What follows belongs to an exercise in optimizing a design on an open flow for small area and a short achievable clock period; a production flow would make more cautious choices.
Function not checked in this run: the RTL went through the layout flow alone.

[design/flow/design.v]
module hsv_fa (input a, input b, input c, output s, output co);
    assign s = a ^ b ^ c;
    assign co = (a & b) | (c & (a ^ b));
endmodule
module hsv_ha (input a, input b, output s, output co);
    assign s = a ^ b;
    assign co = a & b;
endmodule
module hsv_han (input a, input b, output s, output co);
    assign s = ~(a ^ b);
    assign co = a | b;
endmodule
module hsv2rgb_pipe (
        input clk,
        input rst_n,
        input in_valid,
        input [7:0] h,
        input [7:0] s,
        input [7:0] v,
        output reg out_valid,
        output reg [7:0] r,
        output reg [7:0] g,
        output reg [7:0] b
    );
    reg vld0, vld1, vld2;
    reg [7:0] h0, s0, v0;
    wire [2:0] region = (h0 >= 8'd215) ? 3'd5 : (h0 >= 8'd172) ? 3'd4 :
                        (h0 >= 8'd129) ? 3'd3 : (h0 >= 8'd86) ? 3'd2 :
                        (h0 >= 8'd43) ? 3'd1 : 3'd0;
    wire [6:0] h3 = h0[6:0] + {h0[5:0], 1'b0};
    wire [6:0] k3 = h3 - {4'd0, region};
    wire even = ~region[0];
    wire [7:0] x_c = {k3 ^ {7{even}}, even};
    wire [2:0] sel_c = (s0 == 8'd0) ? 3'd7 : region;
    reg [2:0] sel1;
    reg [7:0] x1, s1, v1;
    wire [7:0] u_c, p_c;
    wire mu_pp01 = ~(s1[0] & x1[1]);
    wire mu_pp02 = ~(s1[0] & x1[2]);
    wire mu_pp03 = ~(s1[0] & x1[3]);
    wire mu_pp04 = ~(s1[0] & x1[4]);
    wire mu_pp05 = ~(s1[0] & x1[5]);
    wire mu_pp06 = ~(s1[0] & x1[6]);
    wire mu_pp07 = ~(s1[0] & x1[7]);
    wire mu_pp10 = ~(s1[1] & x1[0]);
    wire mu_pp11 = ~(s1[1] & x1[1]);
    wire mu_pp12 = ~(s1[1] & x1[2]);
    wire mu_pp13 = ~(s1[1] & x1[3]);
    wire mu_pp14 = ~(s1[1] & x1[4]);
    wire mu_pp15 = ~(s1[1] & x1[5]);
    wire mu_pp16 = ~(s1[1] & x1[6]);
    wire mu_pp17 = ~(s1[1] & x1[7]);
    wire mu_pp20 = ~(s1[2] & x1[0]);
    wire mu_pp21 = ~(s1[2] & x1[1]);
    wire mu_pp22 = ~(s1[2] & x1[2]);
    wire mu_pp23 = ~(s1[2] & x1[3]);
    wire mu_pp24 = ~(s1[2] & x1[4]);
    wire mu_pp25 = ~(s1[2] & x1[5]);
    wire mu_pp26 = ~(s1[2] & x1[6]);
    wire mu_pp27 = ~(s1[2] & x1[7]);
    wire mu_pp30 = ~(s1[3] & x1[0]);
    wire mu_pp31 = ~(s1[3] & x1[1]);
    wire mu_pp32 = ~(s1[3] & x1[2]);
    wire mu_pp33 = ~(s1[3] & x1[3]);
    wire mu_pp34 = ~(s1[3] & x1[4]);
    wire mu_pp35 = ~(s1[3] & x1[5]);
    wire mu_pp36 = ~(s1[3] & x1[6]);
    wire mu_pp37 = ~(s1[3] & x1[7]);
    wire mu_pp40 = ~(s1[4] & x1[0]);
    wire mu_pp41 = ~(s1[4] & x1[1]);
    wire mu_pp42 = ~(s1[4] & x1[2]);
    wire mu_pp43 = ~(s1[4] & x1[3]);
    wire mu_pp44 = ~(s1[4] & x1[4]);
    wire mu_pp45 = ~(s1[4] & x1[5]);
    wire mu_pp46 = ~(s1[4] & x1[6]);
    wire mu_pp47 = ~(s1[4] & x1[7]);
    wire mu_pp50 = ~(s1[5] & x1[0]);
    wire mu_pp51 = ~(s1[5] & x1[1]);
    wire mu_pp52 = ~(s1[5] & x1[2]);
    wire mu_pp53 = ~(s1[5] & x1[3]);
    wire mu_pp54 = ~(s1[5] & x1[4]);
    wire mu_pp55 = ~(s1[5] & x1[5]);
    wire mu_pp56 = ~(s1[5] & x1[6]);
    wire mu_pp57 = ~(s1[5] & x1[7]);
    wire mu_pp60 = ~(s1[6] & x1[0]);
    wire mu_pp61 = ~(s1[6] & x1[1]);
    wire mu_pp62 = ~(s1[6] & x1[2]);
    wire mu_pp63 = ~(s1[6] & x1[3]);
    wire mu_pp64 = ~(s1[6] & x1[4]);
    wire mu_pp65 = ~(s1[6] & x1[5]);
    wire mu_pp66 = ~(s1[6] & x1[6]);
    wire mu_pp67 = ~(s1[6] & x1[7]);
    wire mu_pp70 = ~(s1[7] & x1[0]);
    wire mu_pp71 = ~(s1[7] & x1[1]);
    wire mu_pp72 = ~(s1[7] & x1[2]);
    wire mu_pp73 = ~(s1[7] & x1[3]);
    wire mu_pp74 = ~(s1[7] & x1[4]);
    wire mu_pp75 = ~(s1[7] & x1[5]);
    wire mu_pp76 = ~(s1[7] & x1[6]);
    wire mu_pp77 = ~(s1[7] & x1[7]);
    wire mu_t1, mu_t2;
    hsv_fa mu_t1_fa (.a(mu_pp02), .b(mu_pp11), .c(mu_pp20), .s(mu_t1), .co(mu_t2));
    wire mu_t3, mu_t4;
    hsv_fa mu_t3_fa (.a(mu_pp03), .b(mu_pp12), .c(mu_pp21), .s(mu_t3), .co(mu_t4));
    wire mu_t5, mu_t6;
    hsv_fa mu_t5_fa (.a(mu_pp30), .b(mu_t2), .c(mu_t3), .s(mu_t5), .co(mu_t6));
    wire mu_t7, mu_t8;
    hsv_fa mu_t7_fa (.a(mu_pp04), .b(mu_pp13), .c(mu_pp22), .s(mu_t7), .co(mu_t8));
    wire mu_t9, mu_t10;
    hsv_fa mu_t9_fa (.a(mu_pp31), .b(mu_pp40), .c(mu_t4), .s(mu_t9), .co(mu_t10));
    wire mu_t11, mu_t12;
    hsv_fa mu_t11_fa (.a(mu_t7), .b(mu_t6), .c(mu_t9), .s(mu_t11), .co(mu_t12));
    wire mu_t13, mu_t14;
    hsv_fa mu_t13_fa (.a(mu_pp05), .b(mu_pp14), .c(mu_pp23), .s(mu_t13), .co(mu_t14));
    wire mu_t15, mu_t16;
    hsv_fa mu_t15_fa (.a(mu_pp32), .b(mu_pp41), .c(mu_pp50), .s(mu_t15), .co(mu_t16));
    wire mu_t17, mu_t18;
    hsv_fa mu_t17_fa (.a(mu_t8), .b(mu_t13), .c(mu_t15), .s(mu_t17), .co(mu_t18));
    wire mu_t19, mu_t20;
    hsv_fa mu_t19_fa (.a(mu_t10), .b(mu_t17), .c(mu_t12), .s(mu_t19), .co(mu_t20));
    wire mu_t21, mu_t22;
    hsv_fa mu_t21_fa (.a(mu_pp06), .b(mu_pp15), .c(mu_pp24), .s(mu_t21), .co(mu_t22));
    wire mu_t23, mu_t24;
    hsv_fa mu_t23_fa (.a(mu_pp33), .b(mu_pp42), .c(mu_pp51), .s(mu_t23), .co(mu_t24));
    wire mu_t25, mu_t26;
    hsv_fa mu_t25_fa (.a(mu_pp60), .b(mu_t14), .c(mu_t16), .s(mu_t25), .co(mu_t26));
    wire mu_t27, mu_t28;
    hsv_fa mu_t27_fa (.a(mu_t21), .b(mu_t23), .c(mu_t18), .s(mu_t27), .co(mu_t28));
    wire mu_t29, mu_t30;
    hsv_fa mu_t29_fa (.a(mu_t25), .b(mu_t27), .c(mu_t20), .s(mu_t29), .co(mu_t30));
    wire mu_t31, mu_t32;
    hsv_fa mu_t31_fa (.a(mu_pp07), .b(mu_pp16), .c(mu_pp25), .s(mu_t31), .co(mu_t32));
    wire mu_t33, mu_t34;
    hsv_fa mu_t33_fa (.a(mu_pp34), .b(mu_pp43), .c(mu_pp52), .s(mu_t33), .co(mu_t34));
    wire mu_t35, mu_t36;
    hsv_fa mu_t35_fa (.a(mu_pp61), .b(mu_pp70), .c(mu_t22), .s(mu_t35), .co(mu_t36));
    wire mu_t37, mu_t38;
    hsv_fa mu_t37_fa (.a(mu_t24), .b(mu_t31), .c(mu_t33), .s(mu_t37), .co(mu_t38));
    wire mu_t39, mu_t40;
    hsv_fa mu_t39_fa (.a(mu_t26), .b(mu_t35), .c(mu_t37), .s(mu_t39), .co(mu_t40));
    wire mu_t41, mu_t42;
    hsv_fa mu_t41_fa (.a(mu_t28), .b(mu_t39), .c(mu_t30), .s(mu_t41), .co(mu_t42));
    wire mu_t43, mu_t44;
    hsv_fa mu_t43_fa (.a(mu_pp17), .b(mu_pp26), .c(mu_pp35), .s(mu_t43), .co(mu_t44));
    wire mu_t45, mu_t46;
    hsv_fa mu_t45_fa (.a(mu_pp44), .b(mu_pp53), .c(mu_pp62), .s(mu_t45), .co(mu_t46));
    wire mu_t47, mu_t48;
    hsv_fa mu_t47_fa (.a(mu_pp71), .b(mu_t32), .c(mu_t34), .s(mu_t47), .co(mu_t48));
    wire mu_t49, mu_t50;
    hsv_fa mu_t49_fa (.a(mu_t43), .b(mu_t45), .c(mu_t36), .s(mu_t49), .co(mu_t50));
    wire mu_t51, mu_t52;
    hsv_fa mu_t51_fa (.a(mu_t38), .b(mu_t47), .c(mu_t49), .s(mu_t51), .co(mu_t52));
    wire mu_t53, mu_t54;
    hsv_fa mu_t53_fa (.a(mu_t40), .b(mu_t51), .c(mu_t42), .s(mu_t53), .co(mu_t54));
    wire mu_t55, mu_t56;
    hsv_fa mu_t55_fa (.a(mu_pp27), .b(mu_pp36), .c(mu_pp45), .s(mu_t55), .co(mu_t56));
    wire mu_t57, mu_t58;
    hsv_fa mu_t57_fa (.a(mu_pp54), .b(mu_pp63), .c(mu_pp72), .s(mu_t57), .co(mu_t58));
    wire mu_t59, mu_t60;
    hsv_fa mu_t59_fa (.a(mu_t44), .b(mu_t46), .c(mu_t55), .s(mu_t59), .co(mu_t60));
    wire mu_t61, mu_t62;
    hsv_fa mu_t61_fa (.a(mu_t57), .b(mu_t48), .c(mu_t59), .s(mu_t61), .co(mu_t62));
    wire mu_t63, mu_t64;
    hsv_fa mu_t63_fa (.a(mu_t50), .b(mu_t61), .c(mu_t52), .s(mu_t63), .co(mu_t64));
    wire mu_t65, mu_t66;
    hsv_fa mu_t65_fa (.a(mu_pp37), .b(mu_pp46), .c(mu_pp55), .s(mu_t65), .co(mu_t66));
    wire mu_t67, mu_t68;
    hsv_fa mu_t67_fa (.a(mu_pp64), .b(mu_pp73), .c(mu_t56), .s(mu_t67), .co(mu_t68));
    wire mu_t69, mu_t70;
    hsv_fa mu_t69_fa (.a(mu_t58), .b(mu_t65), .c(mu_t60), .s(mu_t69), .co(mu_t70));
    wire mu_t71, mu_t72;
    hsv_fa mu_t71_fa (.a(mu_t67), .b(mu_t62), .c(mu_t69), .s(mu_t71), .co(mu_t72));
    wire mu_t73, mu_t74;
    hsv_fa mu_t73_fa (.a(mu_pp47), .b(mu_pp56), .c(mu_pp65), .s(mu_t73), .co(mu_t74));
    wire mu_t75, mu_t76;
    hsv_fa mu_t75_fa (.a(mu_pp74), .b(mu_t66), .c(mu_t73), .s(mu_t75), .co(mu_t76));
    wire mu_t77, mu_t78;
    hsv_fa mu_t77_fa (.a(mu_t68), .b(mu_t75), .c(mu_t70), .s(mu_t77), .co(mu_t78));
    wire mu_t79, mu_t80;
    hsv_fa mu_t79_fa (.a(mu_pp57), .b(mu_pp66), .c(mu_pp75), .s(mu_t79), .co(mu_t80));
    wire mu_t81, mu_t82;
    hsv_fa mu_t81_fa (.a(mu_t74), .b(mu_t79), .c(mu_t76), .s(mu_t81), .co(mu_t82));
    wire mu_t83, mu_t84;
    hsv_fa mu_t83_fa (.a(mu_pp67), .b(mu_pp76), .c(mu_t80), .s(mu_t83), .co(mu_t84));
    wire [15:0] mu_ra = {1'b1, mu_pp77, mu_t83, mu_t81, mu_t77, mu_t71, mu_t63, mu_t53, mu_t41, mu_t29, mu_t19, mu_t11, mu_t5, mu_t1, mu_pp01, 1'b1};
    wire [15:0] mu_rb = {1'b1, mu_t84, mu_t82, mu_t78, mu_t72, mu_t64, mu_t54, 1'b1, 1'b1, 1'b1, 1'b1, 1'b1, 1'b1, 1'b1, mu_pp10, 1'b1};
    wire [15:0] mu_sum = mu_ra + mu_rb + 16'd1;
    assign u_c = ~mu_sum[15:8];
    wire mp_pp01 = ~(v1[0] & ~s1[1]);
    wire mp_pp02 = ~(v1[0] & ~s1[2]);
    wire mp_pp03 = ~(v1[0] & ~s1[3]);
    wire mp_pp04 = ~(v1[0] & ~s1[4]);
    wire mp_pp05 = ~(v1[0] & ~s1[5]);
    wire mp_pp06 = ~(v1[0] & ~s1[6]);
    wire mp_pp07 = ~(v1[0] & ~s1[7]);
    wire mp_pp10 = ~(v1[1] & ~s1[0]);
    wire mp_pp11 = ~(v1[1] & ~s1[1]);
    wire mp_pp12 = ~(v1[1] & ~s1[2]);
    wire mp_pp13 = ~(v1[1] & ~s1[3]);
    wire mp_pp14 = ~(v1[1] & ~s1[4]);
    wire mp_pp15 = ~(v1[1] & ~s1[5]);
    wire mp_pp16 = ~(v1[1] & ~s1[6]);
    wire mp_pp17 = ~(v1[1] & ~s1[7]);
    wire mp_pp20 = ~(v1[2] & ~s1[0]);
    wire mp_pp21 = ~(v1[2] & ~s1[1]);
    wire mp_pp22 = ~(v1[2] & ~s1[2]);
    wire mp_pp23 = ~(v1[2] & ~s1[3]);
    wire mp_pp24 = ~(v1[2] & ~s1[4]);
    wire mp_pp25 = ~(v1[2] & ~s1[5]);
    wire mp_pp26 = ~(v1[2] & ~s1[6]);
    wire mp_pp27 = ~(v1[2] & ~s1[7]);
    wire mp_pp30 = ~(v1[3] & ~s1[0]);
    wire mp_pp31 = ~(v1[3] & ~s1[1]);
    wire mp_pp32 = ~(v1[3] & ~s1[2]);
    wire mp_pp33 = ~(v1[3] & ~s1[3]);
    wire mp_pp34 = ~(v1[3] & ~s1[4]);
    wire mp_pp35 = ~(v1[3] & ~s1[5]);
    wire mp_pp36 = ~(v1[3] & ~s1[6]);
    wire mp_pp37 = ~(v1[3] & ~s1[7]);
    wire mp_pp40 = ~(v1[4] & ~s1[0]);
    wire mp_pp41 = ~(v1[4] & ~s1[1]);
    wire mp_pp42 = ~(v1[4] & ~s1[2]);
    wire mp_pp43 = ~(v1[4] & ~s1[3]);
    wire mp_pp44 = ~(v1[4] & ~s1[4]);
    wire mp_pp45 = ~(v1[4] & ~s1[5]);
    wire mp_pp46 = ~(v1[4] & ~s1[6]);
    wire mp_pp47 = ~(v1[4] & ~s1[7]);
    wire mp_pp50 = ~(v1[5] & ~s1[0]);
    wire mp_pp51 = ~(v1[5] & ~s1[1]);
    wire mp_pp52 = ~(v1[5] & ~s1[2]);
    wire mp_pp53 = ~(v1[5] & ~s1[3]);
    wire mp_pp54 = ~(v1[5] & ~s1[4]);
    wire mp_pp55 = ~(v1[5] & ~s1[5]);
    wire mp_pp56 = ~(v1[5] & ~s1[6]);
    wire mp_pp57 = ~(v1[5] & ~s1[7]);
    wire mp_pp60 = ~(v1[6] & ~s1[0]);
    wire mp_pp61 = ~(v1[6] & ~s1[1]);
    wire mp_pp62 = ~(v1[6] & ~s1[2]);
    wire mp_pp63 = ~(v1[6] & ~s1[3]);
    wire mp_pp64 = ~(v1[6] & ~s1[4]);
    wire mp_pp65 = ~(v1[6] & ~s1[5]);
    wire mp_pp66 = ~(v1[6] & ~s1[6]);
    wire mp_pp67 = ~(v1[6] & ~s1[7]);
    wire mp_pp70 = ~(v1[7] & ~s1[0]);
    wire mp_pp71 = ~(v1[7] & ~s1[1]);
    wire mp_pp72 = ~(v1[7] & ~s1[2]);
    wire mp_pp73 = ~(v1[7] & ~s1[3]);
    wire mp_pp74 = ~(v1[7] & ~s1[4]);
    wire mp_pp75 = ~(v1[7] & ~s1[5]);
    wire mp_pp76 = ~(v1[7] & ~s1[6]);
    wire mp_pp77 = ~(v1[7] & ~s1[7]);
    wire mp_t1, mp_t2;
    hsv_fa mp_t1_fa (.a(mp_pp02), .b(mp_pp11), .c(mp_pp20), .s(mp_t1), .co(mp_t2));
    wire mp_t3, mp_t4;
    hsv_fa mp_t3_fa (.a(mp_pp03), .b(mp_pp12), .c(mp_pp21), .s(mp_t3), .co(mp_t4));
    wire mp_t5, mp_t6;
    hsv_fa mp_t5_fa (.a(mp_pp30), .b(mp_t2), .c(mp_t3), .s(mp_t5), .co(mp_t6));
    wire mp_t7, mp_t8;
    hsv_fa mp_t7_fa (.a(mp_pp04), .b(mp_pp13), .c(mp_pp22), .s(mp_t7), .co(mp_t8));
    wire mp_t9, mp_t10;
    hsv_fa mp_t9_fa (.a(mp_pp31), .b(mp_pp40), .c(mp_t4), .s(mp_t9), .co(mp_t10));
    wire mp_t11, mp_t12;
    hsv_fa mp_t11_fa (.a(mp_t7), .b(mp_t6), .c(mp_t9), .s(mp_t11), .co(mp_t12));
    wire mp_t13, mp_t14;
    hsv_fa mp_t13_fa (.a(mp_pp05), .b(mp_pp14), .c(mp_pp23), .s(mp_t13), .co(mp_t14));
    wire mp_t15, mp_t16;
    hsv_fa mp_t15_fa (.a(mp_pp32), .b(mp_pp41), .c(mp_pp50), .s(mp_t15), .co(mp_t16));
    wire mp_t17, mp_t18;
    hsv_fa mp_t17_fa (.a(mp_t8), .b(mp_t13), .c(mp_t15), .s(mp_t17), .co(mp_t18));
    wire mp_t19, mp_t20;
    hsv_fa mp_t19_fa (.a(mp_t10), .b(mp_t17), .c(mp_t12), .s(mp_t19), .co(mp_t20));
    wire mp_t21, mp_t22;
    hsv_fa mp_t21_fa (.a(mp_pp06), .b(mp_pp15), .c(mp_pp24), .s(mp_t21), .co(mp_t22));
    wire mp_t23, mp_t24;
    hsv_fa mp_t23_fa (.a(mp_pp33), .b(mp_pp42), .c(mp_pp51), .s(mp_t23), .co(mp_t24));
    wire mp_t25, mp_t26;
    hsv_fa mp_t25_fa (.a(mp_pp60), .b(mp_t14), .c(mp_t16), .s(mp_t25), .co(mp_t26));
    wire mp_t27, mp_t28;
    hsv_fa mp_t27_fa (.a(mp_t21), .b(mp_t23), .c(mp_t18), .s(mp_t27), .co(mp_t28));
    wire mp_t29, mp_t30;
    hsv_fa mp_t29_fa (.a(mp_t25), .b(mp_t27), .c(mp_t20), .s(mp_t29), .co(mp_t30));
    wire mp_t31, mp_t32;
    hsv_fa mp_t31_fa (.a(mp_pp07), .b(mp_pp16), .c(mp_pp25), .s(mp_t31), .co(mp_t32));
    wire mp_t33, mp_t34;
    hsv_fa mp_t33_fa (.a(mp_pp34), .b(mp_pp43), .c(mp_pp52), .s(mp_t33), .co(mp_t34));
    wire mp_t35, mp_t36;
    hsv_fa mp_t35_fa (.a(mp_pp61), .b(mp_pp70), .c(mp_t22), .s(mp_t35), .co(mp_t36));
    wire mp_t37, mp_t38;
    hsv_fa mp_t37_fa (.a(mp_t24), .b(mp_t31), .c(mp_t33), .s(mp_t37), .co(mp_t38));
    wire mp_t39, mp_t40;
    hsv_fa mp_t39_fa (.a(mp_t26), .b(mp_t35), .c(mp_t37), .s(mp_t39), .co(mp_t40));
    wire mp_t41, mp_t42;
    hsv_fa mp_t41_fa (.a(mp_t28), .b(mp_t39), .c(mp_t30), .s(mp_t41), .co(mp_t42));
    wire mp_t43, mp_t44;
    hsv_fa mp_t43_fa (.a(mp_pp17), .b(mp_pp26), .c(mp_pp35), .s(mp_t43), .co(mp_t44));
    wire mp_t45, mp_t46;
    hsv_fa mp_t45_fa (.a(mp_pp44), .b(mp_pp53), .c(mp_pp62), .s(mp_t45), .co(mp_t46));
    wire mp_t47, mp_t48;
    hsv_fa mp_t47_fa (.a(mp_pp71), .b(mp_t32), .c(mp_t34), .s(mp_t47), .co(mp_t48));
    wire mp_t49, mp_t50;
    hsv_fa mp_t49_fa (.a(mp_t43), .b(mp_t45), .c(mp_t36), .s(mp_t49), .co(mp_t50));
    wire mp_t51, mp_t52;
    hsv_fa mp_t51_fa (.a(mp_t38), .b(mp_t47), .c(mp_t49), .s(mp_t51), .co(mp_t52));
    wire mp_t53, mp_t54;
    hsv_fa mp_t53_fa (.a(mp_t40), .b(mp_t51), .c(mp_t42), .s(mp_t53), .co(mp_t54));
    wire mp_t55, mp_t56;
    hsv_fa mp_t55_fa (.a(mp_pp27), .b(mp_pp36), .c(mp_pp45), .s(mp_t55), .co(mp_t56));
    wire mp_t57, mp_t58;
    hsv_fa mp_t57_fa (.a(mp_pp54), .b(mp_pp63), .c(mp_pp72), .s(mp_t57), .co(mp_t58));
    wire mp_t59, mp_t60;
    hsv_fa mp_t59_fa (.a(mp_t44), .b(mp_t46), .c(mp_t55), .s(mp_t59), .co(mp_t60));
    wire mp_t61, mp_t62;
    hsv_fa mp_t61_fa (.a(mp_t57), .b(mp_t48), .c(mp_t59), .s(mp_t61), .co(mp_t62));
    wire mp_t63, mp_t64;
    hsv_fa mp_t63_fa (.a(mp_t50), .b(mp_t61), .c(mp_t52), .s(mp_t63), .co(mp_t64));
    wire mp_t65, mp_t66;
    hsv_fa mp_t65_fa (.a(mp_pp37), .b(mp_pp46), .c(mp_pp55), .s(mp_t65), .co(mp_t66));
    wire mp_t67, mp_t68;
    hsv_fa mp_t67_fa (.a(mp_pp64), .b(mp_pp73), .c(mp_t56), .s(mp_t67), .co(mp_t68));
    wire mp_t69, mp_t70;
    hsv_fa mp_t69_fa (.a(mp_t58), .b(mp_t65), .c(mp_t60), .s(mp_t69), .co(mp_t70));
    wire mp_t71, mp_t72;
    hsv_fa mp_t71_fa (.a(mp_t67), .b(mp_t62), .c(mp_t69), .s(mp_t71), .co(mp_t72));
    wire mp_t73, mp_t74;
    hsv_fa mp_t73_fa (.a(mp_pp47), .b(mp_pp56), .c(mp_pp65), .s(mp_t73), .co(mp_t74));
    wire mp_t75, mp_t76;
    hsv_fa mp_t75_fa (.a(mp_pp74), .b(mp_t66), .c(mp_t73), .s(mp_t75), .co(mp_t76));
    wire mp_t77, mp_t78;
    hsv_fa mp_t77_fa (.a(mp_t68), .b(mp_t75), .c(mp_t70), .s(mp_t77), .co(mp_t78));
    wire mp_t79, mp_t80;
    hsv_fa mp_t79_fa (.a(mp_pp57), .b(mp_pp66), .c(mp_pp75), .s(mp_t79), .co(mp_t80));
    wire mp_t81, mp_t82;
    hsv_fa mp_t81_fa (.a(mp_t74), .b(mp_t79), .c(mp_t76), .s(mp_t81), .co(mp_t82));
    wire mp_t83, mp_t84;
    hsv_fa mp_t83_fa (.a(mp_pp67), .b(mp_pp76), .c(mp_t80), .s(mp_t83), .co(mp_t84));
    wire [15:0] mp_ra = {1'b1, mp_pp77, mp_t83, mp_t81, mp_t77, mp_t71, mp_t63, mp_t53, mp_t41, mp_t29, mp_t19, mp_t11, mp_t5, mp_t1, mp_pp01, 1'b1};
    wire [15:0] mp_rb = {1'b1, mp_t84, mp_t82, mp_t78, mp_t72, mp_t64, mp_t54, 1'b1, 1'b1, 1'b1, 1'b1, 1'b1, 1'b1, 1'b1, mp_pp10, 1'b1};
    wire [15:0] mp_sum = mp_ra + mp_rb + 16'd1;
    assign p_c = ~mp_sum[15:8];
    reg [2:0] sel2;
    reg [7:0] nu2, p2, v2;
    wire [7:0] w_c;
    wire mw_pp01 = ~(v2[0] & nu2[1]);
    wire mw_pp02 = ~(v2[0] & nu2[2]);
    wire mw_pp03 = ~(v2[0] & nu2[3]);
    wire mw_pp04 = ~(v2[0] & nu2[4]);
    wire mw_pp05 = ~(v2[0] & nu2[5]);
    wire mw_pp06 = ~(v2[0] & nu2[6]);
    wire mw_pp07 = ~(v2[0] & nu2[7]);
    wire mw_pp10 = ~(v2[1] & nu2[0]);
    wire mw_pp11 = ~(v2[1] & nu2[1]);
    wire mw_pp12 = ~(v2[1] & nu2[2]);
    wire mw_pp13 = ~(v2[1] & nu2[3]);
    wire mw_pp14 = ~(v2[1] & nu2[4]);
    wire mw_pp15 = ~(v2[1] & nu2[5]);
    wire mw_pp16 = ~(v2[1] & nu2[6]);
    wire mw_pp17 = ~(v2[1] & nu2[7]);
    wire mw_pp20 = ~(v2[2] & nu2[0]);
    wire mw_pp21 = ~(v2[2] & nu2[1]);
    wire mw_pp22 = ~(v2[2] & nu2[2]);
    wire mw_pp23 = ~(v2[2] & nu2[3]);
    wire mw_pp24 = ~(v2[2] & nu2[4]);
    wire mw_pp25 = ~(v2[2] & nu2[5]);
    wire mw_pp26 = ~(v2[2] & nu2[6]);
    wire mw_pp27 = ~(v2[2] & nu2[7]);
    wire mw_pp30 = ~(v2[3] & nu2[0]);
    wire mw_pp31 = ~(v2[3] & nu2[1]);
    wire mw_pp32 = ~(v2[3] & nu2[2]);
    wire mw_pp33 = ~(v2[3] & nu2[3]);
    wire mw_pp34 = ~(v2[3] & nu2[4]);
    wire mw_pp35 = ~(v2[3] & nu2[5]);
    wire mw_pp36 = ~(v2[3] & nu2[6]);
    wire mw_pp37 = ~(v2[3] & nu2[7]);
    wire mw_pp40 = ~(v2[4] & nu2[0]);
    wire mw_pp41 = ~(v2[4] & nu2[1]);
    wire mw_pp42 = ~(v2[4] & nu2[2]);
    wire mw_pp43 = ~(v2[4] & nu2[3]);
    wire mw_pp44 = ~(v2[4] & nu2[4]);
    wire mw_pp45 = ~(v2[4] & nu2[5]);
    wire mw_pp46 = ~(v2[4] & nu2[6]);
    wire mw_pp47 = ~(v2[4] & nu2[7]);
    wire mw_pp50 = ~(v2[5] & nu2[0]);
    wire mw_pp51 = ~(v2[5] & nu2[1]);
    wire mw_pp52 = ~(v2[5] & nu2[2]);
    wire mw_pp53 = ~(v2[5] & nu2[3]);
    wire mw_pp54 = ~(v2[5] & nu2[4]);
    wire mw_pp55 = ~(v2[5] & nu2[5]);
    wire mw_pp56 = ~(v2[5] & nu2[6]);
    wire mw_pp57 = ~(v2[5] & nu2[7]);
    wire mw_pp60 = ~(v2[6] & nu2[0]);
    wire mw_pp61 = ~(v2[6] & nu2[1]);
    wire mw_pp62 = ~(v2[6] & nu2[2]);
    wire mw_pp63 = ~(v2[6] & nu2[3]);
    wire mw_pp64 = ~(v2[6] & nu2[4]);
    wire mw_pp65 = ~(v2[6] & nu2[5]);
    wire mw_pp66 = ~(v2[6] & nu2[6]);
    wire mw_pp67 = ~(v2[6] & nu2[7]);
    wire mw_pp70 = ~(v2[7] & nu2[0]);
    wire mw_pp71 = ~(v2[7] & nu2[1]);
    wire mw_pp72 = ~(v2[7] & nu2[2]);
    wire mw_pp73 = ~(v2[7] & nu2[3]);
    wire mw_pp74 = ~(v2[7] & nu2[4]);
    wire mw_pp75 = ~(v2[7] & nu2[5]);
    wire mw_pp76 = ~(v2[7] & nu2[6]);
    wire mw_pp77 = ~(v2[7] & nu2[7]);
    wire mw_t1, mw_t2;
    hsv_fa mw_t1_fa (.a(mw_pp02), .b(mw_pp11), .c(mw_pp20), .s(mw_t1), .co(mw_t2));
    wire mw_t3, mw_t4;
    hsv_fa mw_t3_fa (.a(mw_pp03), .b(mw_pp12), .c(mw_pp21), .s(mw_t3), .co(mw_t4));
    wire mw_t5, mw_t6;
    hsv_fa mw_t5_fa (.a(mw_pp30), .b(mw_t2), .c(mw_t3), .s(mw_t5), .co(mw_t6));
    wire mw_t7, mw_t8;
    hsv_fa mw_t7_fa (.a(mw_pp04), .b(mw_pp13), .c(mw_pp22), .s(mw_t7), .co(mw_t8));
    wire mw_t9, mw_t10;
    hsv_fa mw_t9_fa (.a(mw_pp31), .b(mw_pp40), .c(mw_t4), .s(mw_t9), .co(mw_t10));
    wire mw_t11, mw_t12;
    hsv_fa mw_t11_fa (.a(mw_t7), .b(mw_t6), .c(mw_t9), .s(mw_t11), .co(mw_t12));
    wire mw_t13, mw_t14;
    hsv_fa mw_t13_fa (.a(mw_pp05), .b(mw_pp14), .c(mw_pp23), .s(mw_t13), .co(mw_t14));
    wire mw_t15, mw_t16;
    hsv_fa mw_t15_fa (.a(mw_pp32), .b(mw_pp41), .c(mw_pp50), .s(mw_t15), .co(mw_t16));
    wire mw_t17, mw_t18;
    hsv_fa mw_t17_fa (.a(mw_t8), .b(mw_t13), .c(mw_t15), .s(mw_t17), .co(mw_t18));
    wire mw_t19, mw_t20;
    hsv_fa mw_t19_fa (.a(mw_t10), .b(mw_t17), .c(mw_t12), .s(mw_t19), .co(mw_t20));
    wire mw_t21, mw_t22;
    hsv_fa mw_t21_fa (.a(mw_pp06), .b(mw_pp15), .c(mw_pp24), .s(mw_t21), .co(mw_t22));
    wire mw_t23, mw_t24;
    hsv_fa mw_t23_fa (.a(mw_pp33), .b(mw_pp42), .c(mw_pp51), .s(mw_t23), .co(mw_t24));
    wire mw_t25, mw_t26;
    hsv_fa mw_t25_fa (.a(mw_pp60), .b(mw_t14), .c(mw_t16), .s(mw_t25), .co(mw_t26));
    wire mw_t27, mw_t28;
    hsv_fa mw_t27_fa (.a(mw_t21), .b(mw_t23), .c(mw_t18), .s(mw_t27), .co(mw_t28));
    wire mw_t29, mw_t30;
    hsv_fa mw_t29_fa (.a(mw_t25), .b(mw_t27), .c(mw_t20), .s(mw_t29), .co(mw_t30));
    wire mw_t31, mw_t32;
    hsv_fa mw_t31_fa (.a(mw_pp07), .b(mw_pp16), .c(mw_pp25), .s(mw_t31), .co(mw_t32));
    wire mw_t33, mw_t34;
    hsv_fa mw_t33_fa (.a(mw_pp34), .b(mw_pp43), .c(mw_pp52), .s(mw_t33), .co(mw_t34));
    wire mw_t35, mw_t36;
    hsv_fa mw_t35_fa (.a(mw_pp61), .b(mw_pp70), .c(mw_t22), .s(mw_t35), .co(mw_t36));
    wire mw_t37, mw_t38;
    hsv_fa mw_t37_fa (.a(mw_t24), .b(mw_t31), .c(mw_t33), .s(mw_t37), .co(mw_t38));
    wire mw_t39, mw_t40;
    hsv_fa mw_t39_fa (.a(mw_t26), .b(mw_t35), .c(mw_t37), .s(mw_t39), .co(mw_t40));
    wire mw_t41, mw_t42;
    hsv_fa mw_t41_fa (.a(mw_t28), .b(mw_t39), .c(mw_t30), .s(mw_t41), .co(mw_t42));
    wire mw_t43, mw_t44;
    hsv_fa mw_t43_fa (.a(mw_pp17), .b(mw_pp26), .c(mw_pp35), .s(mw_t43), .co(mw_t44));
    wire mw_t45, mw_t46;
    hsv_fa mw_t45_fa (.a(mw_pp44), .b(mw_pp53), .c(mw_pp62), .s(mw_t45), .co(mw_t46));
    wire mw_t47, mw_t48;
    hsv_fa mw_t47_fa (.a(mw_pp71), .b(mw_t32), .c(mw_t34), .s(mw_t47), .co(mw_t48));
    wire mw_t49, mw_t50;
    hsv_fa mw_t49_fa (.a(mw_t43), .b(mw_t45), .c(mw_t36), .s(mw_t49), .co(mw_t50));
    wire mw_t51, mw_t52;
    hsv_fa mw_t51_fa (.a(mw_t38), .b(mw_t47), .c(mw_t49), .s(mw_t51), .co(mw_t52));
    wire mw_t53, mw_t54;
    hsv_fa mw_t53_fa (.a(mw_t40), .b(mw_t51), .c(mw_t42), .s(mw_t53), .co(mw_t54));
    wire mw_t55, mw_t56;
    hsv_fa mw_t55_fa (.a(mw_pp27), .b(mw_pp36), .c(mw_pp45), .s(mw_t55), .co(mw_t56));
    wire mw_t57, mw_t58;
    hsv_fa mw_t57_fa (.a(mw_pp54), .b(mw_pp63), .c(mw_pp72), .s(mw_t57), .co(mw_t58));
    wire mw_t59, mw_t60;
    hsv_fa mw_t59_fa (.a(mw_t44), .b(mw_t46), .c(mw_t55), .s(mw_t59), .co(mw_t60));
    wire mw_t61, mw_t62;
    hsv_fa mw_t61_fa (.a(mw_t57), .b(mw_t48), .c(mw_t59), .s(mw_t61), .co(mw_t62));
    wire mw_t63, mw_t64;
    hsv_fa mw_t63_fa (.a(mw_t50), .b(mw_t61), .c(mw_t52), .s(mw_t63), .co(mw_t64));
    wire mw_t65, mw_t66;
    hsv_fa mw_t65_fa (.a(mw_pp37), .b(mw_pp46), .c(mw_pp55), .s(mw_t65), .co(mw_t66));
    wire mw_t67, mw_t68;
    hsv_fa mw_t67_fa (.a(mw_pp64), .b(mw_pp73), .c(mw_t56), .s(mw_t67), .co(mw_t68));
    wire mw_t69, mw_t70;
    hsv_fa mw_t69_fa (.a(mw_t58), .b(mw_t65), .c(mw_t60), .s(mw_t69), .co(mw_t70));
    wire mw_t71, mw_t72;
    hsv_fa mw_t71_fa (.a(mw_t67), .b(mw_t62), .c(mw_t69), .s(mw_t71), .co(mw_t72));
    wire mw_t73, mw_t74;
    hsv_fa mw_t73_fa (.a(mw_pp47), .b(mw_pp56), .c(mw_pp65), .s(mw_t73), .co(mw_t74));
    wire mw_t75, mw_t76;
    hsv_fa mw_t75_fa (.a(mw_pp74), .b(mw_t66), .c(mw_t73), .s(mw_t75), .co(mw_t76));
    wire mw_t77, mw_t78;
    hsv_fa mw_t77_fa (.a(mw_t68), .b(mw_t75), .c(mw_t70), .s(mw_t77), .co(mw_t78));
    wire mw_t79, mw_t80;
    hsv_fa mw_t79_fa (.a(mw_pp57), .b(mw_pp66), .c(mw_pp75), .s(mw_t79), .co(mw_t80));
    wire mw_t81, mw_t82;
    hsv_fa mw_t81_fa (.a(mw_t74), .b(mw_t79), .c(mw_t76), .s(mw_t81), .co(mw_t82));
    wire mw_t83, mw_t84;
    hsv_fa mw_t83_fa (.a(mw_pp67), .b(mw_pp76), .c(mw_t80), .s(mw_t83), .co(mw_t84));
    wire [15:0] mw_ra = {1'b1, mw_pp77, mw_t83, mw_t81, mw_t77, mw_t71, mw_t63, mw_t53, mw_t41, mw_t29, mw_t19, mw_t11, mw_t5, mw_t1, mw_pp01, 1'b1};
    wire [15:0] mw_rb = {1'b1, mw_t84, mw_t82, mw_t78, mw_t72, mw_t64, mw_t54, 1'b1, 1'b1, 1'b1, 1'b1, 1'b1, 1'b1, 1'b1, mw_pp10, 1'b1};
    wire [15:0] mw_sum = mw_ra + mw_rb + 16'd1;
    assign w_c = ~mw_sum[15:8];
    reg [2:0] wsel;
    reg [2:0] vsel;
    always @* begin
        case (sel2)
            3'd0: begin wsel = 3'b010; vsel = 3'b100; end
            3'd1: begin wsel = 3'b100; vsel = 3'b010; end
            3'd2: begin wsel = 3'b001; vsel = 3'b010; end
            3'd3: begin wsel = 3'b010; vsel = 3'b001; end
            3'd4: begin wsel = 3'b100; vsel = 3'b001; end
            3'd5: begin wsel = 3'b001; vsel = 3'b100; end
            default: begin wsel = 3'b000; vsel = 3'b111; end
        endcase
    end
    wire [7:0] r_n = vsel[2] ? v2 : p2;
    wire [7:0] g_n = vsel[1] ? v2 : p2;
    wire [7:0] b_n = vsel[0] ? v2 : p2;
    always @(posedge clk or negedge rst_n) begin
        if (!rst_n) begin
            vld0 <= 1'b0;
            vld1 <= 1'b0;
            vld2 <= 1'b0;
            out_valid <= 1'b0;
        end else begin
            vld0 <= in_valid;
            vld1 <= vld0;
            vld2 <= vld1;
            out_valid <= vld2;
        end
    end
    always @(posedge clk) begin
        h0 <= h;
        s0 <= s;
        v0 <= v;
        sel1 <= sel_c;
        x1 <= x_c;
        s1 <= s0;
        v1 <= v0;
        sel2 <= sel1;
        nu2 <= ~u_c;
        p2 <= p_c;
        v2 <= v1;
        r <= wsel[2] ? w_c : r_n;
        g <= wsel[1] ? w_c : g_n;
        b <= wsel[0] ? w_c : b_n;
    end
endmodule
[design/flow/flow/run.sh]
#!/bin/bash
# The standard layout, with plain buffers on the ports instead of the
# delay buffers buffer_ports picks by default.
set -euo pipefail
export BUFFER_PORTS_ARGS="-buffer_cell sky130_fd_sc_hd__buf_2"
bash standard.sh > standard.log 2>&1
[design/flow/standard.sh]
#!/bin/bash
# synth_recipe.tcl (not shown) runs the flow's synth.tcl, then flattens the netlist and writes it again
# the make line also repeats each setting of config.mk as NAME=value (left out here)
make -C /OpenROAD-flow-scripts/flow DESIGN_CONFIG=/design/flow/config.mk WORK_HOME=/design/flow/orfs CLKGATE_MAP_FILE= SYNTH_SCRIPT=/design/flow/synth_recipe.tcl "${@:-finish}"
[design/flow/config.mk]
export PLATFORM = sky130hd
export DESIGN_NAME = hsv2rgb_pipe
export DESIGN_NICKNAME = hsv2rgb_pipe
export VERILOG_FILES = /design/flow/design.v
export SDC_FILE = /design/flow/constraint.sdc
export NUM_CORES = 4
export LEC_CHECK = 0
export CAP_MARGIN = 20
export CORE_MARGIN = 2
export CORE_UTILIZATION = 40
export SLEW_MARGIN = 20
export SYNTH_HIERARCHICAL = 1
export SYNTH_MINIMUM_KEEP_SIZE = 0
[design/flow/constraint.sdc]
create_clock -name core_clock -period 15.0 [get_ports {clk}]
set_input_delay 3.0000 -clock core_clock [delete_from_list [all_inputs] [get_ports {clk}]]
set_output_delay 3.0000 -clock core_clock [all_outputs]
set_load 0.01 [all_outputs]
==> notes.md <==
[cell families after synthesis]
family | Yosys count
adder cells (fa/ha/maj) | 165
buffers and inverters | 59
AND/OR/NAND/NOR | 281
flip-flops | 106
multiplexers | 21
AO/OA/AOI/OAI | 76
XOR/XNOR | 27
[cell usage after synthesis, types with 9 or more instances]
library cell    n
nand2_1       146
fa_1          129
dfxtp_1       102
nand2b_1       65
ha_1           36
clkbuf_1       32
a21oi_1        27
inv_1          23
nor2_1         23
xnor2_1        19
mux2_2         13
nor2b_1        12
nor3_1          9
o21ai_0         9
[stage by stage]
stage | hold slack (ns) | setup WS [ns]
3_5_place_dp | 0.312 | 9.69
6_report | 0.328 | 9.70
3_3_place_gp | 0.310 | 9.83
2_1_floorplan | 0.310 | 10.14
5_1_grt | 0.334 | 9.30
4_1_cts | 0.329 | 9.66
[layer usage]
layer / GRT usage [%] / up-vias
met4: 4.27 / 0
li1: - / 2428
met5: 0 / -
met3: 3.32 / 20
met1: 22.9 / 2496
met2: 27.2 / 123
[cells in the final DEF, fill, tap and decap left out, drive strengths merged, types with 6 or more instances in the layout]
cell	count
nor4	6
xor2	8
nor3	9
inv	25
nand2	146
nor2	23
nand2b	65
fa	129
xnor2	19
a211oi	8
a21oi	27
mux2i	8
ha	36
nor2b	12
clkbuf	10
buf	51
mux2	13
o21ai	9
dfxtp	102
[worst max-delay path: cells and delay by family (launching register included)]
family / cells / cell delay [ns]
simple gates: 2 / 0.36
flops: 1 / 0.51
fa+ha+maj: 8 / 3.17
compound gates: 3 / 1.09
[modules after synthesis (local to each module, per instance)]
module / flops+latches / cells inside
hsv2rgb_pipe: 106 / 609
hsv_fa: 0 / 1
[flip-flops by register name (all words and copies together) (netlist names), 3 cells and up]
register	count
sel2	3
b	8
s0	8
sel1	3
v1	8
p2	8
g	8
x1	8
v0	8
s1	8
r	8
h0	8
nu2	8
v2	8
[layout make-up]
type,count,area [um^2],area share [%]
Multi-Input combinational cell,570,5360,63.4
Inverter,23,86.3,1.02
Tap cell,260,325,3.85
Sequential cell,106,2140,25.3
Timing Repair Buffer,51,255,3.02
Clock inverter,6,61.3,0.725
Clock buffer,10,229,2.71
[worst min path at each step]
| stage | startpoint | endpoint | slack [ns] |
|---|---|---|---|
| 2_1_floorplan | sel1[0]$_SDFF_PN1_ | sel2[0]$_DFF_P_ | 0.31 |
| 3_3_place_gp | v0[2]$_DFF_P_ | v1[2]$_DFF_P_ | 0.31 |
| 3_5_place_dp | v0[2]$_DFF_P_ | v1[2]$_DFF_P_ | 0.31 |
| 4_1_cts | v0[1]$_DFF_P_ | v1[1]$_DFF_P_ | 0.33 |
| 5_1_grt | v0[3]$_DFF_P_ | v1[3]$_DFF_P_ | 0.33 |
| 6_report | v0[2]$_DFF_P_ | v1[2]$_DFF_P_ | 0.33 |
==> qor.txt <==
Worst Tran Pin Value - 1.06 ns
post-synthesis instance area - 7710 um^2
dpl hpwl - 12,200 um
detailed-route via count - 5,067
status - no timing/DRC/antenna violations
GRT Total Usage - 16.7%
Critical Path AT - 5.50 ns
Crit Path Max Fanout - 10
Via density - 4.94
top_reg_cell synth - dfxtp_1
highest routed layer - met4
root buf cell - clkbuf_16
Cell Rows - 50
FF+latch count, synth - 106
CTS tree - yes
largest net degree at the start of global routing - 20
Final setup viols - 0
Worst Hold Path Cells - 0
Num Clock Sinks - 106
Critical Path Source - v2[1]$_DFF_P_
Worst Skew - 0.00696 ns
leading area contributor after synthesis - fa_1
reg2reg end - r[6]$_DFF_P_
cell mode on critical path - fa_1
cell chain of the critical path - nand2_1 -> fa_1 -> fa_1 -> fa_1 -> fa_1 -> fa_1 -> fa_1 -> fa_1 -> ha_1 -> o21ai_0 -> nor3_1 -> o31ai_1 -> a31oi_1
WL met2 - 7280 um
worst r2r src - v2[1]$_DFF_P_
main combinational cell family by area after synthesis - adder cells
worst-skew pair later-pin latency - 0.36 ns
final instance area - 8460 um^2
Ports - 52
Compound-Gate Fraction of Synth Area - 6.36%
sequential area share after synthesis - 27.8%
mux contribution to synthesized area - 2.94%
Max-cap violations - 0
min Tclk post-route - 5.30 ns
Async SR Flop Fraction - 3.77%
post-synthesis adder-cell area fraction - 39.3%
RSZ-0062 raised after global routing - false
post-route ant nets - 0
worst reg2reg path depth - 13
post-cts resize count - 0
fill count - 1,784
Worst Setup EP - r[6]$_DFF_P_
final setup TNS - 0 ns
Post-Synthesis Net Count - 927
Clock transition at path regs - 0.07 ns
r2r setup slk - 9.70 ns
fmax - 0.189 GHz
CP Launch Type - flop
post-synthesis average cell area - 10.5 um^2
Port Buf Inserts - 51
fin nets - 953
simple-gate share of the synthesized area - 17.6%
Die Span Y - 143 um
top area cells in the synthesized netlist - fa_1, dfxtp_1, nand2_1
Antenna Cells - 0
Mapped Cells - 735
Wirelength per Cell - 15.1 um
required time of the critical path - 15.21 ns
kind of critical path - flop to flop
Area Overhead vs Synth - 9.71%
Hold Vio Cnt, Final - 0
die span in x - 143 um
Hold-fix buffers, CTS - 0
CTS Buf Count - 9
RePlAce Congestion - 0.815
vias in the first global route - 5,279
post-CTS setup buffer count - 0
CTS max path bufs - 2
WL met1 - 7320 um
Min-Delay Path Class - flop to flop
number of DRC markers in iteration 0 - 274
die area - 20,400 um^2
number of synthesized flops with an enable pin - 0
max-slew violations - 0
synthesis warning total - 7
DRC - 0
slowest library cell on the worst path - o31ai_1
Synth Area in XOR/XNOR - 3.07%
global-route wire length before repair - 27,000 um
initial core utilization - 40.9%
crit-path max cell delay - 0.62 ns
cell area after placement - 8160 um^2
Final period util - 35.3%
fraction of layout cells with a size suffix above 1 - 12.0%
WL met3 - 739 um
# placed instances - 1,010
antenna violations before repair - 0
Netlist cell types - 45
non-filler cells, final - 1,026
Detailed Route WL - 15,500 um
GR Overflow Total - 0
drt pass-1 iters - 4
CP Capture Type - flop
relative slew slack - 28.7%
H-tree levels - 3
Final Core Density - 44.9%
Yosys top cell area share - 33.5%
Core Area - 18,800 um^2

what the ideal ports hide:
The flow's constraints put no driver on any port. The routed layout listed below was extracted and timed again, unchanged, in two steps. Step 1 (the two cells are an assumption about what drives the block):
set clk [get_ports {clk}]
set_driving_cell -lib_cell sky130_fd_sc_hd__clkbuf_16 $clk
set_driving_cell -lib_cell sky130_fd_sc_hd__buf_2 [delete_from_list [all_inputs] $clk]
Step 2 times the ports against the registers' clock, not the clock port: input delays grow and output delays shrink by t, the midpoint of the rising clock arrivals with the driver on. Slacks: ideal / step 1 / step 2; pairs: ideal / step 1.
t (ns): 0.396
setup WS [ns]: 9.705 / 9.705 / 9.705
worst setup path at the end: register to register
slew at the worst register clock pin (ns): 0.07 / 0.07
cell pins on the clock port's net: 1
After both steps this run still meets setup and hold. For this run, drivers alone change the setup slack by 0.000 ns; drivers and shift together by 0.000 ns.
